Source: an optimization exercise on an open RTL-to-GDS flow (aim: small area, a short achievable clock period and few clock cycles). Production flows keep margins and buffers that such runs may drop. Function was checked by simulation only, so behaviour that the tests miss may differ from the original. Power and IR drop assume default switching activity.

==> flow/design.v <==
module interpolation (
    input           clk,
    input           RST,
    input           START,
    input   [5:0]   H0,
    input   [5:0]   V0,
    input   [3:0]   SW,
    input   [3:0]   SH,
    output          REN,
    input   [7:0]   R_DATA,
    output  [11:0]  ADDR,
    output  [7:0]   O_DATA,
    output          O_VALID
);
assign REN = 1'b0;
reg [3:0] sw, sh;            
reg       start_q;           
reg [3:0] ryf;               
reg [3:0] rc;                
reg       rsub;              
reg [11:0] addr;             
reg        r_top, r_last;    
reg [7:0] T, B;
reg [3:0] c_yr;
reg       cfull;
reg [7:0] N;
reg       nv;
reg [1:0] cnt;               
reg        loaded;
reg [4:0]  oj;                
reg [3:0]  xp;                
reg [7:0]  vl, vu;
reg [7:0]  odata;
reg        ovalid;
assign ADDR = addr;
assign O_DATA = odata;
assign O_VALID = ovalid;
function [7:0] lerp3;
    input [7:0] c, a, b;
    input [3:0] r;
    reg [11:0] x0, x1, x2, x3, x4, s1, c1, s2, c2, s;
    begin
        x0 = {4'd0, c};
        x1 = {4'd0, r[0] ? b : a};
        x2 = {3'd0, r[1] ? b : a, 1'b0};
        x3 = {2'd0, r[2] ? b : a, 2'b0};
        x4 = {1'd0, r[3] ? b : a, 3'b0};
        s1 = x0 ^ x1 ^ x2;
        c1 = ((x0 & x1) | (x0 & x2) | (x1 & x2)) << 1;
        s2 = s1 ^ c1 ^ x3;
        c2 = ((s1 & c1) | (s1 & x3) | (c1 & x3)) << 1;
        s = s2 + c2 + x4;
        lerp3 = s[11:4];
    end
endfunction
wire [7:0] vcol = lerp3(T, T, B, c_yr);
wire       row_end = (oj == 5'b11000);
wire [4:0] xsum = {1'b0, xp} + {1'b0, sw};
wire       pop_next = row_end | xsum[4];
wire       avail = nv | cfull;
wire       produce = loaded;
wire       want = ~loaded | pop_next;
wire       take = want & avail;
wire [7:0] src = nv ? N : vcol;
wire       issue = ~start_q & (rsub | (cnt != 2'd2) | take);
wire       col_done = rsub | (ryf == 4'd0);
wire       row_done = issue & col_done & (rc == sw);
wire [4:0] ysum = {1'b0, ryf} + {1'b0, sh};
wire       rsub_n = issue ? ~col_done : rsub;
wire       col_up = issue & col_done;
wire [5:0] acol_n = addr[5:0] + {row_done ? {2'b11, ~sw} : 6'd0} + {5'd0, col_up};
wire [3:0] rc_n = (issue & col_done) ? (row_done ? 4'd0 : rc + 4'd1) : rc;
wire [3:0] ryf_n = row_done ? ysum[3:0] : ryf;
wire       row_up = issue & ~rsub & (~col_done | (row_done & ysum[4]));
wire       row_dn = issue & rsub & ~(row_done & ysum[4]);
wire [5:0] arow_n = addr[11:6] + {{5{row_dn}}, row_dn | row_up};
always @(posedge clk) begin
    start_q <= START;
    addr[5:0] <= START ? H0 : acol_n;
    addr[11:6] <= START ? V0 : arow_n;
    odata <= lerp3(vu, vl, vu, xp);    
    if (r_top)
        T <= R_DATA;
    if (r_last)
        B <= R_DATA;
    if (issue & rsub)
        c_yr <= ryf;
    if (take) begin
        vl <= vu;
        vu <= src;
    end
    if (nv ? take : ~take)
        N <= vcol;
    if (START) begin
        sw <= SW - 4'd1;
        sh <= SH - 4'd1;
    end
end
always @(posedge clk) begin
    if (START) begin
        ryf <= 4'd0;
        rc <= 4'd0;
        rsub <= 1'b0;
        r_top <= 1'b0;
        r_last <= 1'b0;
        cfull <= 1'b0;
        nv <= 1'b0;
        cnt <= 2'd0;
        loaded <= 1'b0;
        oj <= 5'd1;
        xp <= 4'd15;
        ovalid <= 1'b0;
    end else begin
        ryf <= ryf_n;
        rc <= rc_n;
        rsub <= rsub_n;
        r_top <= issue & ~rsub;
        r_last <= issue & col_done;
        cnt <= cnt + {1'b0, issue & ~rsub} - {1'b0, take};
        if (take)
            nv <= nv & cfull;
        else if (cfull)
            nv <= 1'b1;
        cfull <= r_last | (cfull & nv & ~take);
        ovalid <= produce & ~RST;
        if (produce) begin
            if (row_end) begin
                oj <= 5'd1;
                xp <= 4'd15;
            end else begin
                oj <= {oj[3:0], oj[4] ^ oj[2]};
                xp <= xsum[3:0];
            end
            loaded <= ~pop_next | take;
        end else if (take) begin
            loaded <= 1'b1;
        end
    end
end
endmodule
clock: 32.0 ns
lec_check: 0
cap_margin: 20
core_margin: 2
core_utilization: 40
slew_margin: 60
standard.sh (not shown) runs the stock make flow with config.mk's settings and CLKGATE_MAP_FILE= SYNTH_SCRIPT=/design/flow/synth_recipe.tcl, a recipe that flattens the netlist after the stock synthesis.
==> flow/flow/run.sh <==
#!/bin/bash
# Standard ORFS flow with buf_2 port buffers and a clock tree of clkbuf_4
# leaf cells under a clkbuf_16 root, without dummy loads. The make output
# goes to flow_make.log here; ORFS logs each tool
# under orfs/logs/.
set -euo pipefail
export BUFFER_PORTS_ARGS="-buffer_cell sky130_fd_sc_hd__buf_2"
export CTS_ARGS="-sink_clustering_enable -repair_clock_nets -root_buf sky130_fd_sc_hd__clkbuf_16 -buf_list sky130_fd_sc_hd__clkbuf_4 -dont_use_dummy_load"
bash standard.sh > flow_make.log 2>&1
Testbench counts at the start, summed over its fixed seeds: cycles 85,208.
Change:
--- a/flow/design.v
+++ b/flow/design.v
@@ -12,14 +12,17 @@
     output  [7:0]   O_DATA,
     output          O_VALID
 );
 assign REN = 1'b0;
+reg [5:0] h0;
 reg [3:0] sw, sh;            
-reg       start_q;           
+reg [5:0] rrow;              
 reg [3:0] ryf;               
 reg [3:0] rc;                
 reg       rsub;              
-reg [11:0] addr;             
+reg [11:0] addr;
+reg        a_vld, a_bot;     
+reg [3:0]  a_yr;
 reg        r_top, r_last;    
 reg [7:0] T, B;
 reg [3:0] c_yr;
 reg       cfull;
@@ -61,47 +64,41 @@
 wire       produce = loaded;
 wire       want = ~loaded | pop_next;
 wire       take = want & avail;
 wire [7:0] src = nv ? N : vcol;
-wire       issue = ~start_q & (rsub | (cnt != 2'd2) | take);
+wire       issue = rsub | (cnt != 2'd2) | take;
 wire       col_done = rsub | (ryf == 4'd0);
-wire       row_done = issue & col_done & (rc == sw);
 wire [4:0] ysum = {1'b0, ryf} + {1'b0, sh};
-wire       rsub_n = issue ? ~col_done : rsub;
-wire       col_up = issue & col_done;
-wire [5:0] acol_n = addr[5:0] + {row_done ? {2'b11, ~sw} : 6'd0} + {5'd0, col_up};
-wire [3:0] rc_n = (issue & col_done) ? (row_done ? 4'd0 : rc + 4'd1) : rc;
-wire [3:0] ryf_n = row_done ? ysum[3:0] : ryf;
-wire       row_up = issue & ~rsub & (~col_done | (row_done & ysum[4]));
-wire       row_dn = issue & rsub & ~(row_done & ysum[4]);
-wire [5:0] arow_n = addr[11:6] + {{5{row_dn}}, row_dn | row_up};
 always @(posedge clk) begin
-    start_q <= START;
-    addr[5:0] <= START ? H0 : acol_n;
-    addr[11:6] <= START ? V0 : arow_n;
+    addr <= {rrow + {5'd0, rsub}, h0 + {2'd0, rc}};
+    a_yr <= ryf;
+    a_bot <= rsub;
     odata <= lerp3(vu, vl, vu, xp);    
     if (r_top)
         T <= R_DATA;
     if (r_last)
         B <= R_DATA;
-    if (issue & rsub)
-        c_yr <= ryf;
+    if (a_vld & a_bot)
+        c_yr <= a_yr;
     if (take) begin
         vl <= vu;
         vu <= src;
     end
     if (nv ? take : ~take)
         N <= vcol;
     if (START) begin
+        h0 <= H0;
         sw <= SW - 4'd1;
         sh <= SH - 4'd1;
     end
 end
 always @(posedge clk) begin
     if (START) begin
+        rrow <= V0;
         ryf <= 4'd0;
         rc <= 4'd0;
         rsub <= 1'b0;
+        a_vld <= 1'b0;
         r_top <= 1'b0;
         r_last <= 1'b0;
         cfull <= 1'b0;
         nv <= 1'b0;
@@ -110,13 +107,25 @@
         oj <= 5'd1;
         xp <= 4'd15;
         ovalid <= 1'b0;
     end else begin
-        ryf <= ryf_n;
-        rc <= rc_n;
-        rsub <= rsub_n;
-        r_top <= issue & ~rsub;
-        r_last <= issue & col_done;
+        a_vld <= issue;
+        r_top <= a_vld & ~a_bot;
+        r_last <= a_vld & (a_bot | (a_yr == 4'd0));
+        if (issue) begin
+            if (col_done) begin
+                rsub <= 1'b0;
+                if (rc == sw) begin
+                    rc <= 4'd0;
+                    ryf <= ysum[3:0];
+                    rrow <= rrow + {5'd0, ysum[4]};
+                end else begin
+                    rc <= rc + 4'd1;
+                end
+            end else begin
+                rsub <= 1'b1;
+            end
+        end
         cnt <= cnt + {1'b0, issue & ~rsub} - {1'b0, take};
         if (take)
             nv <= nv & cfull;
         else if (cfull)
Outcome: The changed run went through all stages and came out clean; die area rose by 3.5%; global-route usage rose by 0.54 points; via count rose by about 0.5%; power rose by about 44%; core utilization fell by 0.66 points; count of clock-buffer cells in the layout rose by 8; hold slack loses 81 ps; setup slack gains 57 ps.
Testbench counts after the change, summed over its fixed seeds: cycles 87,218.

[afterwards: timing with drivers on the ports]
Ports are ideal in the flow. The routed layouts listed here were re-timed in OpenROAD.
Step 1, drivers: a clkbuf_16 drives clk and a buf_2 each remaining input, both assumed.
Step 2 adds t to the input delays and takes it off the output delays; t is the mean of the earliest and latest rising clock arrival at the registers after step 1. Input paths then give back, and output paths get back, about the clock's delay inside the block.
Three values: ideal ports, drivers, drivers and shift; two values: the first two.
run	shift t [ns]	setup slack, ns	worst slew at a driven data input, ns	pins driven straight from the clock port
the first run	0.378	24.739 / 24.700 / 24.729	0.04	1
the second run	0.386	24.796 / 24.755 / 24.484	0.03	1
After both steps every run listed still meets setup and hold. The setup slack of the second run, which loses most, moves by -0.041 ns with the drivers and by -0.312 ns with both steps.
